From an optimization exercise on the open Yosys and OpenROAD flow, aimed at a short achievable clock period and few clock cycles; shortcuts taken in it are not production practice. Function was checked by simulation only, so behaviour that the tests miss may differ from the original.

==> design/flow/design.v <==
`timescale 1ns / 1ps
module ControlUnit (
    input  [31:0] instr,
    output reg        reg_write,
    output reg        alu_b_imm,      
    output reg        mem_write,
    output reg        mem_read,
    output reg        is_jal,
    output reg        is_j,           
    output reg        is_jr,
    output reg        is_beq,
    output reg        is_bne,
    output reg        is_stop,
    output reg  [4:0] ra1,
    output reg  [4:0] ra2,
    output reg  [4:0] wa,
    output reg  [5:0] alu_op,
    output reg [31:0] imm
);
    localparam R_TYPE = 6'b000000, ADDI = 6'b001000, ADDIU = 6'b001001,
               ANDI = 6'b001100, ORI = 6'b001101, XORI = 6'b001110,
               LUI = 6'b001111, SLTI = 6'b001010, SLTIU = 6'b001011,
               BEQ = 6'b000100, BNE = 6'b000101, J = 6'b000010,
               JAL = 6'b000011, LW = 6'b100011, SW = 6'b101011,
               STOP = 6'b111111;
    wire [31:0] zext = {16'b0, instr[15:0]};
    wire [31:0] mag  = {17'b0, instr[14:0]};
    wire [31:0] sext = instr[15] ? (32'd0 - mag) : mag;
    always @(*) begin
        reg_write = 1'b0; alu_b_imm = 1'b1; mem_write = 1'b0; mem_read = 1'b0;
        is_jal = 1'b0; is_j = 1'b0; is_jr = 1'b0; is_beq = 1'b0; is_bne = 1'b0;
        is_stop = 1'b0;
        ra1 = instr[25:21]; ra2 = instr[20:16]; wa = instr[20:16];
        alu_op = 6'b100000; imm = sext;
        case (instr[31:26])
            R_TYPE: begin
                wa = instr[15:11];
                alu_op = instr[5:0];
                if (instr[25:21] != 5'd0) begin
                    alu_b_imm = 1'b0;
                    if (instr[15:11] == 5'd0 && instr[5:0] == 6'b001000)
                        is_jr = 1'b1;
                    else
                        reg_write = 1'b1;
                end else begin
                    reg_write = 1'b1;
                    ra1 = instr[20:16];
                    imm = {27'b0, instr[10:6]};
                end
            end
            ADDI:  begin reg_write = 1'b1; end
            ADDIU: begin reg_write = 1'b1; alu_op = 6'b100001; imm = zext; end
            ANDI:  begin reg_write = 1'b1; alu_op = 6'b100100; imm = zext; end
            ORI:   begin reg_write = 1'b1; alu_op = 6'b100101; imm = zext; end
            XORI:  begin reg_write = 1'b1; alu_op = 6'b100110; imm = zext; end
            LUI:   begin reg_write = 1'b1; alu_op = 6'b001111; imm = zext; end
            SLTI:  begin reg_write = 1'b1; alu_op = 6'b101010; end
            SLTIU: begin reg_write = 1'b1; alu_op = 6'b101011; imm = zext; end
            LW:    begin reg_write = 1'b1; mem_read = 1'b1; end
            SW:    begin mem_write = 1'b1; end
            BEQ:   begin is_beq = 1'b1; alu_b_imm = 1'b0; end
            BNE:   begin is_bne = 1'b1; alu_b_imm = 1'b0; end
            J:     begin is_j = 1'b1; end
            JAL:   begin is_j = 1'b1; is_jal = 1'b1; reg_write = 1'b1; wa = 5'd31; end
            STOP:  begin is_stop = 1'b1; end
            default: ;  
        endcase
    end
endmodule
`timescale 1ns / 1ps
module ALU (
    input      [5:0]  op,
    input      [31:0] a,
    input      [31:0] b,
    output reg [31:0] out
);
    always @(*) begin
        case (op)
            6'b100000, 6'b100001: out = a + b;                        
            6'b100010, 6'b100011: out = a - b;                        
            6'b100100: out = a & b;
            6'b100101: out = a | b;
            6'b100110: out = a ^ b;
            6'b100111: out = ~(a | b);
            6'b101010: out = {31'b0, $signed(a) < $signed(b)};        
            6'b101011: out = {31'b0, a < b};                          
            6'b000000: out = a << b[4:0];                             
            6'b000010: out = a >> b[4:0];                             
            6'b000011: out = $unsigned($signed(a) >>> b[4:0]);        
            6'b000100: out = b << a[4:0];                             
            6'b000110: out = b >> a[4:0];                             
            6'b000111: out = $unsigned($signed(b) >>> a[4:0]);        
            6'b001111: out = b << 16;                                 
            default:   out = 32'hffffffff;
        endcase
    end
endmodule
`timescale 1ns / 1ps
module RegFile (
    input         clk,
    input         rst,
    input  [4:0]  ra1,
    input  [4:0]  ra2,
    input         we,
    input  [4:0]  wa,
    input  [31:0] wd,
    output [31:0] rd1,
    output [31:0] rd2
);
    reg [31:0] regs [1:31];
    integer i;
    always @(posedge clk) begin
        if (rst) begin
            for (i = 1; i < 32; i = i + 1) regs[i] <= 32'd0;
        end else if (we && wa != 5'd0) begin
            regs[wa] <= wd;
        end
    end
    assign rd1 = (ra1 == 5'd0) ? 32'd0 : (we && wa == ra1) ? wd : regs[ra1];
    assign rd2 = (ra2 == 5'd0) ? 32'd0 : (we && wa == ra2) ? wd : regs[ra2];
endmodule
`timescale 1ns / 1ps
module cpu_stream (
    input             clk,
    input             rst,
    output     [31:0] imem_addr,
    input      [31:0] imem_rdata,
    output     [31:0] dmem_addr,
    output     [31:0] dmem_wdata,
    output            dmem_we,
    input      [31:0] dmem_rdata,
    output reg        halted
);
    reg  [31:0] pc;
    wire [31:0] pc4_if = pc + 32'd4;
    assign imem_addr = pc;
    reg         id_valid;
    reg  [31:0] id_instr, id_pc4;
    wire        c_reg_write, c_b_imm, c_mem_write, c_mem_read, c_jal, c_j, c_jr;
    wire        c_beq, c_bne, c_stop;
    wire [4:0]  c_ra1, c_ra2, c_wa;
    wire [5:0]  c_op;
    wire [31:0] c_imm;
    ControlUnit cu (
        .instr(id_instr), .reg_write(c_reg_write), .alu_b_imm(c_b_imm),
        .mem_write(c_mem_write), .mem_read(c_mem_read), .is_jal(c_jal),
        .is_j(c_j), .is_jr(c_jr), .is_beq(c_beq), .is_bne(c_bne),
        .is_stop(c_stop), .ra1(c_ra1), .ra2(c_ra2), .wa(c_wa),
        .alu_op(c_op), .imm(c_imm)
    );
    reg         wb_valid, wb_reg_write;
    reg  [4:0]  wb_wa;
    reg  [31:0] wb_data;
    reg         wb_stop;
    wire [31:0] rf_rd1, rf_rd2;
    RegFile rf (
        .clk(clk), .rst(rst), .ra1(c_ra1), .ra2(c_ra2),
        .we(wb_valid & wb_reg_write), .wa(wb_wa), .wd(wb_data),
        .rd1(rf_rd1), .rd2(rf_rd2)
    );
    wire [31:0] jtarget_id = {id_pc4[31:28], id_instr[25:0], 2'b00};
    reg         ex_valid, ex_reg_write, ex_b_imm, ex_mem_write, ex_mem_read;
    reg         ex_jal, ex_j, ex_jr, ex_beq, ex_bne, ex_stop;
    reg  [4:0]  ex_ra1, ex_ra2, ex_wa;
    reg  [5:0]  ex_op;
    reg  [31:0] ex_imm, ex_rd1, ex_rd2, ex_pc4, ex_jtarget;
    reg         mem_valid, mem_reg_write, mem_mem_write, mem_mem_read, mem_stop;
    reg         mem_taken;
    reg  [4:0]  mem_wa;
    reg  [31:0] mem_result, mem_store, mem_btarget;
    reg         stopping;
    wire fwd_mem1 = mem_valid && mem_reg_write && mem_wa != 5'd0 && mem_wa == ex_ra1;
    wire fwd_wb1  = wb_valid  && wb_reg_write  && wb_wa  != 5'd0 && wb_wa  == ex_ra1;
    wire fwd_mem2 = mem_valid && mem_reg_write && mem_wa != 5'd0 && mem_wa == ex_ra2;
    wire fwd_wb2  = wb_valid  && wb_reg_write  && wb_wa  != 5'd0 && wb_wa  == ex_ra2;
    wire [31:0] opa  = fwd_mem1 ? mem_result : fwd_wb1 ? wb_data : ex_rd1;
    wire [31:0] regb = fwd_mem2 ? mem_result : fwd_wb2 ? wb_data : ex_rd2;
    wire [31:0] opb  = ex_b_imm ? ex_imm : regb;
    wire [31:0] alu_out;
    ALU alu (.op(ex_op), .a(opa), .b(opb), .out(alu_out));
    wire        ex_eq      = (opa == regb);
    wire        ex_taken   = ex_valid && ((ex_beq && ex_eq) || (ex_bne && !ex_eq));
    wire [31:0] ex_btarget = ex_pc4 + {ex_imm[29:0], 2'b00};
    wire        ex_jump    = ex_valid && (ex_j || ex_jr);
    wire [31:0] ex_jdest   = ex_jr ? opa : ex_jtarget;
    wire redirect_mem = mem_valid && mem_taken;
    wire redirect_ex  = ex_jump && !redirect_mem;
    wire load_use = ex_valid && ex_mem_read && ex_wa != 5'd0 &&
                    (ex_wa == c_ra1 || ex_wa == c_ra2);
    wire id_live  = id_valid && !stopping;
    wire stall    = id_live && load_use && !redirect_mem && !redirect_ex;
    assign dmem_addr  = (mem_valid && (mem_mem_read || mem_mem_write)) ? mem_result : 32'd0;
    assign dmem_wdata = mem_store;
    assign dmem_we    = mem_valid && mem_mem_write;
    always @(posedge clk) begin
        if (rst) begin
            pc <= 32'd0;
            id_valid <= 1'b0;
            ex_valid <= 1'b0;
            mem_valid <= 1'b0;
            wb_valid <= 1'b0;
            stopping <= 1'b0;
            halted <= 1'b0;
        end else begin
            if (redirect_mem) begin
                pc <= mem_btarget;
                id_valid <= 1'b0;
                stopping <= 1'b0;
            end else if (redirect_ex) begin
                pc <= ex_jdest;
                id_valid <= 1'b0;
                stopping <= 1'b0;
            end else if (!stall) begin
                pc <= pc4_if;
                id_valid <= 1'b1;
                if (id_live && c_stop) stopping <= 1'b1;
            end
            if (!stall) begin
                id_instr <= imem_rdata;
                id_pc4 <= pc4_if;
            end
            ex_valid <= id_live && !stall && !redirect_mem && !redirect_ex;
            ex_reg_write <= c_reg_write; ex_b_imm <= c_b_imm;
            ex_mem_write <= c_mem_write; ex_mem_read <= c_mem_read;
            ex_jal <= c_jal; ex_j <= c_j; ex_jr <= c_jr;
            ex_beq <= c_beq; ex_bne <= c_bne; ex_stop <= c_stop;
            ex_ra1 <= c_ra1; ex_ra2 <= c_ra2; ex_wa <= c_wa;
            ex_op <= c_op; ex_imm <= c_imm;
            ex_rd1 <= rf_rd1; ex_rd2 <= rf_rd2;
            ex_pc4 <= id_pc4; ex_jtarget <= jtarget_id;
            mem_valid <= ex_valid && !redirect_mem;
            mem_reg_write <= ex_reg_write;
            mem_mem_write <= ex_mem_write;
            mem_mem_read <= ex_mem_read;
            mem_stop <= ex_stop;
            mem_taken <= ex_taken;
            mem_wa <= ex_wa;
            mem_result <= ex_jal ? ex_pc4 : alu_out;
            mem_store <= regb;
            mem_btarget <= ex_btarget;
            wb_valid <= mem_valid;
            wb_reg_write <= mem_reg_write;
            wb_wa <= mem_wa;
            wb_data <= mem_mem_read ? dmem_rdata : mem_result;
            wb_stop <= mem_stop;
            if (wb_valid && wb_stop) halted <= 1'b1;
        end
    end
endmodule
==> design/flow/run.sh <==
#!/bin/bash
# synth_recipe.tcl (not shown) runs the flow's synth.tcl, then flattens the netlist and writes it again
# the make line also repeats each setting of config.mk as NAME=value (left out here)
make -C /OpenROAD-flow-scripts/flow DESIGN_CONFIG=/design/flow/config.mk WORK_HOME=/design/flow/orfs CLKGATE_MAP_FILE= SYNTH_SCRIPT=/design/flow/synth_recipe.tcl finish
==> design/flow/constraint.sdc <==
create_clock -name core_clock -period 7.0 [get_ports {clk}]
set_input_delay 1.4000 -clock core_clock [delete_from_list [all_inputs] [get_ports {clk}]]
set_output_delay 1.4000 -clock core_clock [all_outputs]
set_load 0.01 [all_outputs]
==> design/flow/config.mk <==
export PLATFORM = sky130hd
export DESIGN_NAME = cpu_stream
export DESIGN_NICKNAME = cpu_stream
export VERILOG_FILES = /design/flow/design.v
export SDC_FILE = /design/flow/constraint.sdc
export NUM_CORES = 4
export LEC_CHECK = 0
export CAP_MARGIN = 20
export CORE_MARGIN = 2
export CORE_UTILIZATION = 40
export SLEW_MARGIN = 20
==> flow_summary.toml <==
[power_and_ir_drop]
swShare = 0.3146
power.share.combinational = 0.198
internal_power_mw = 16.33
worst_ir_drop_vdd_uv = 251.3
p_switching_mw = 7.498
power_total_mw = 23.83
pwr_density_cell_nw_per_um2 = 236.9
p_leak_nw = 36.69
sequentialPowerShare = 0.433
clockPowerShare = 0.369

[timing]
final_worst_path_period_share = 0.9243
hold_viol_final = 0
rsz0062_at_grt = "false"
max_freq_mhz = 154.6
timing.clock.skew_ns = 0.07261
layout_min_cycle_time_ns = 6.470
tns_ns = 0
max_slew_margin = 0.09049
worst_slew_pin_slew_ns = 1.350
slew_viol_final = 0
setup_viol_count_final = 0

[logic_synthesis]
ys_warn_count = 4
synth_sequential_area_ratio = 0.4820
syn_area_per_cell_um2 = 10.80
synth.cell_area_um2 = 88680
synth-edff-count = 1398
synth_seq_cells = 1436
synthCells = 8211
asr_flop_ratio_synth = 0
synth_cell_types = 97
synth_top_flop_cell = "edfxtp_1"

[routing]
drt_pass1_iterations = 9
route.final.wire_length_mm = 412.1
via_count_of_the_routed_design = 74010
routed_wire_length_per_instance_um = 36.39
drcViolationCount = 0
drt-vias-per-instance = 6.535
drt_iter0_drc = 11690
antenna_nets_post_route = 0

[place]
detailedPlacementHpwl_mm = 279.8
gp_congestion = 1.070
port_buffers = 163

[critical_path]
worstSetupPathType = "reg -> reg"
critical_path.max_stage_delay_ns = 0.84
critical_path.reg2reg.endpoint = "mem_result[20]$_DFFE_PN_"
crit_path_cell_trace = "or3_1 > o311a_1 > nand2_1 > buf_4 > mux2i_1 > a21oi_1 > ha_1 > inv_1 > nand4_1 > nor3_1 > nor2_1 > mux2i_1 > o21ai_0 > a211o_1 > a211oi_1 > a2bb2oi_1"
critPathSlowestCell = "a21oi_1"
worstSetupStartpointType = "register"
end_kind = "register"
crit_path_frequent_cell = "mux2i_1"
timing.rr.start = "wb_wa[4]$_DFFE_PN_"
crit_required_ns = 7.63
r2r_cells = 16
crit_arrival_ns = 7.10
timing.reg2reg.setup_slack_ns = 0.53
cp_max_fo = 15

[flow_run]
drv_cap = 0

[global_routing]
overflow = 0
vias_in_the_first_global_route = 69750
grt_pass1_wl_mm = 564.0
initial_antenna_violation_count = 65
grt_max_degree = 153
gr-usage-all-layers = 0.3587

[min_path]
hold_path_end = "ex_pc4[18]$_DFFE_PN_"
hold_path_depth = 0
timing.hold.worst.start = "id_pc4[18]$_DFFE_PP_"
timing.hold.worst.class = "reg -> reg"

[die]
design.die.area_um2 = 225500
die_height_um = 474.9
io_pins = 164
number_of_cell_rows = 172
initial_utilization = 0.4032
core_area_um2 = 219900
fp.dieW_um = 474.9

[clocking]
cts-htree-levels = 4
cts_root_buffer = "clkbuf_16"
postCtsResizedCells = 0
cts_tree = "built"
clock_transition_at_the_registers_of_the_reported_paths_ns = 0.06
clk_path_buf_depth = 3
count_of_hold_buffers_inserted_by_post_cts_repair = 0
tritoncts_num_sinks = 1436
post_cts_buffers = 0
clock_insertion_delay_worst_skew_ns = 0.88
cts_buffers = 164

[outcome]
status = "complete, no violations"

[final_layout]
synthToLayoutAreaGrowth_pct = 13.43
multiInputGateArea_um2 = 43360
seq_area_um2 = 42740
layout.filler_cells = 20240
final_layout_size_suffix_gt1_frac = 0.1423
finish.net_count = 8413
[worst max-delay path: cells and delay by family, from the launching register on]
kind	cells	cell delay (ns)
compound gates	6	2.09
simple gates	5	1.88
fa+ha+maj	1	0.49
buf+inv	2	0.61
flops	1	0.58
mux	2	0.57
[cells in the mapped netlist, drive strengths merged, types with 16 or more instances]
cell | instances | area, um2
nor3 | 122 | 610.6
nand3 | 335 | 1677
mux4 | 378 | 8513
and2 | 1040 | 6506
a31oi | 141 | 888.4
o21bai | 28 | 210.2
xnor2 | 132 | 1156
edfxtp | 1398 | 41980
a211oi | 122 | 920.9
o211ai | 51 | 401.6
xor2 | 51 | 446.7
nor2b | 16 | 100.1
o21ai | 368 | 1842
mux2 | 61 | 686.9
and3 | 87 | 544.3
clkbuf | 582 | 2185
ha | 136 | 1702
dfxtp | 38 | 760.7
or3 | 19 | 118.9
mux2i | 412 | 4124
o22ai | 49 | 312.8
nor4 | 28 | 175.2
nor2 | 417 | 1568
nand4 | 33 | 206.5
a311oi | 95 | 844.6
buf | 158 | 663.1
nand2b | 20 | 125.1
inv | 138 | 518.0
a221oi | 18 | 157.7
a21o | 32 | 240.2
nand2 | 951 | 3570
o221ai | 64 | 560.5
a21oi | 436 | 2193
a22oi | 25 | 187.7
o31ai | 24 | 193.9
[power groups by stage]
stage | Clock (mW) | Combinational [mW] | Sequential, mW
2_1_floorplan | 0 | 2.60 | 10.3
3_3_place_gp | 0 | 4.53 | 10.5
3_5_place_dp | 0 | 4.52 | 10.5
4_1_cts | 8.87 | 4.53 | 10.3
5_1_grt | 9.17 | 4.86 | 10.3
6_report | 8.79 | 4.72 | 10.3
[how the worst max path moves through the flow]
| stage | from | endpoint | slack, ns | cells after the start |
|---|---|---|---|---|
| after detailed placement | wb_wa[4]$_DFFE_PN_ | mem_result[19]$_DFFE_PN_ | 0.74 | 16 |
| after global routing | wb_wa[4]$_DFFE_PN_ | mem_result[0]$_DFFE_PN_ | 0.38 | 22 |
| after CTS | wb_wa[4]$_DFFE_PN_ | mem_result[19]$_DFFE_PN_ | 0.75 | 16 |
| after floorplan | mem_wa[0]$_DFFE_PN_ | mem_result[28]$_DFFE_PN_ | 1.04 | 25 |
| final | wb_wa[4]$_DFFE_PN_ | mem_result[20]$_DFFE_PN_ | 0.53 | 16 |
| after global placement | wb_wa[4]$_DFFE_PN_ | mem_result[19]$_DFFE_PN_ | 0.77 | 16 |
[metal layers]
layer,track usage,vias to the layer above,wire length (um)
li1,-,30540,-
met2,0.5146,5260,173700
met5,0,-,337
met1,0.4891,37170,161200
met4,0.1767,46,22740
met3,0.1111,989,54160
[cell usage in the layout (no fill, tap or decap), types with 23 or more instances in the layout]
master and instances:
a211oi_1 121, a21o_1 32, a21oi_1 429, a22oi_1 25, a311oi_1 93, a31oi_1 137
and2_1 1039, and3_1 87, buf_4 353, clkbuf_1 39, clkbuf_16 167, clkdlybuf4s50_1 163
clkinv_1 39, clkinv_2 29, conb_1 32, dfxtp_1 38, diode_2 24, edfxtp_1 1398
ha_1 136, inv_1 129, mux2_2 60, mux2i_1 412, mux4_2 378, nand2_1 951
nand3_1 332, nand4_1 33, nor2_1 380, nor2_2 26, nor3_1 118, nor4_1 23
o211ai_1 49, o21ai_0 322, o21ai_4 31, o21bai_1 28, o221ai_1 64, o22ai_1 48
o31ai_1 23, xnor2_1 132, xor2_1 51
[area by class of cell]
| class | instances | area share |
|---|---|---|
| Clock buffer | 206 | 0.04300 |
| Timing Repair Buffer | 541 | 0.04772 |
| Antenna cell | 24 | 0.0005971 |
| Multi-Input combinational cell | 5920 | 0.4311 |
| Tap cell | 2958 | 0.03679 |
| Clock inverter | 94 | 0.01024 |
| Inverter | 146 | 0.005672 |
| Sequential cell | 1436 | 0.4249 |
[kinds of logic after synthesis]
group | count (synthesis) | share of synthesized area
flops | 1436 | 0.4820
xor+xnor | 183 | 0.01807
buf+inv | 886 | 0.03829
mux | 851 | 0.1502
simple gates | 3111 | 0.1751
fa+ha+maj | 138 | 0.01964
compound gates | 1605 | 0.1166
other cells | 1 | 0.00004229
[registers in the layout, summed over array words and instances (netlist names), 17 cells and up]
register     count
rf.regs       1024
ex_pc4          32
ex_rd1          32
ex_rd2          32
id_instr        32
id_pc4          32
mem_btarget     32
mem_result      32
mem_store       32
pc              32
wb_data         32
ex_jtarget      22
ex_imm          17
[stage by stage]
| step | cells | util | instance area (um2) | worst slack [ns] | hold WS [ns] |
|---|---|---|---|---|---|
| global route | 11300 | 0.4571 | 100500 | 0.3840 | 0.4227 |
| global placement | 11000 | 0.4322 | 95060 | 0.7720 | 0.4011 |
| detailed placement | 11000 | 0.4325 | 95120 | 0.7356 | 0.4045 |
| finish | 11330 | 0.4573 | 100600 | 0.5302 | 0.4175 |
| floorplan | 8242 | - | 88810 | 1.035 | 0.4003 |
| CTS | 11300 | 0.4568 | 100500 | 0.7496 | 0.4171 |
Testbench counts, summed over its fixed seeds: cycles 27,779.

-- re-timing with driven ports --
The flow's constraints put no driver on any port. The routed layout listed below was extracted and timed again, unchanged, in two steps. Step 1, drivers: a clkbuf_16 drives clk and a buf_2 each remaining input, both assumed. Step 2 times the ports against the registers' clock, not the clock port: input delays grow and output delays shrink by t, the midpoint of the rising clock arrivals with the driver on. Three values: ideal ports, drivers, drivers and shift; two values: the first two.
t (ns): 0.934
setup WS [ns]: 0.530 / 0.530 / 0.530
worst setup path at the end: register to register
clock arrival spread, ns: 0.078 / 0.078
After both steps setup and hold are still met in this run. The setup slack of this run moves by 0.000 ns with the drivers and by 0.000 ns with both steps.
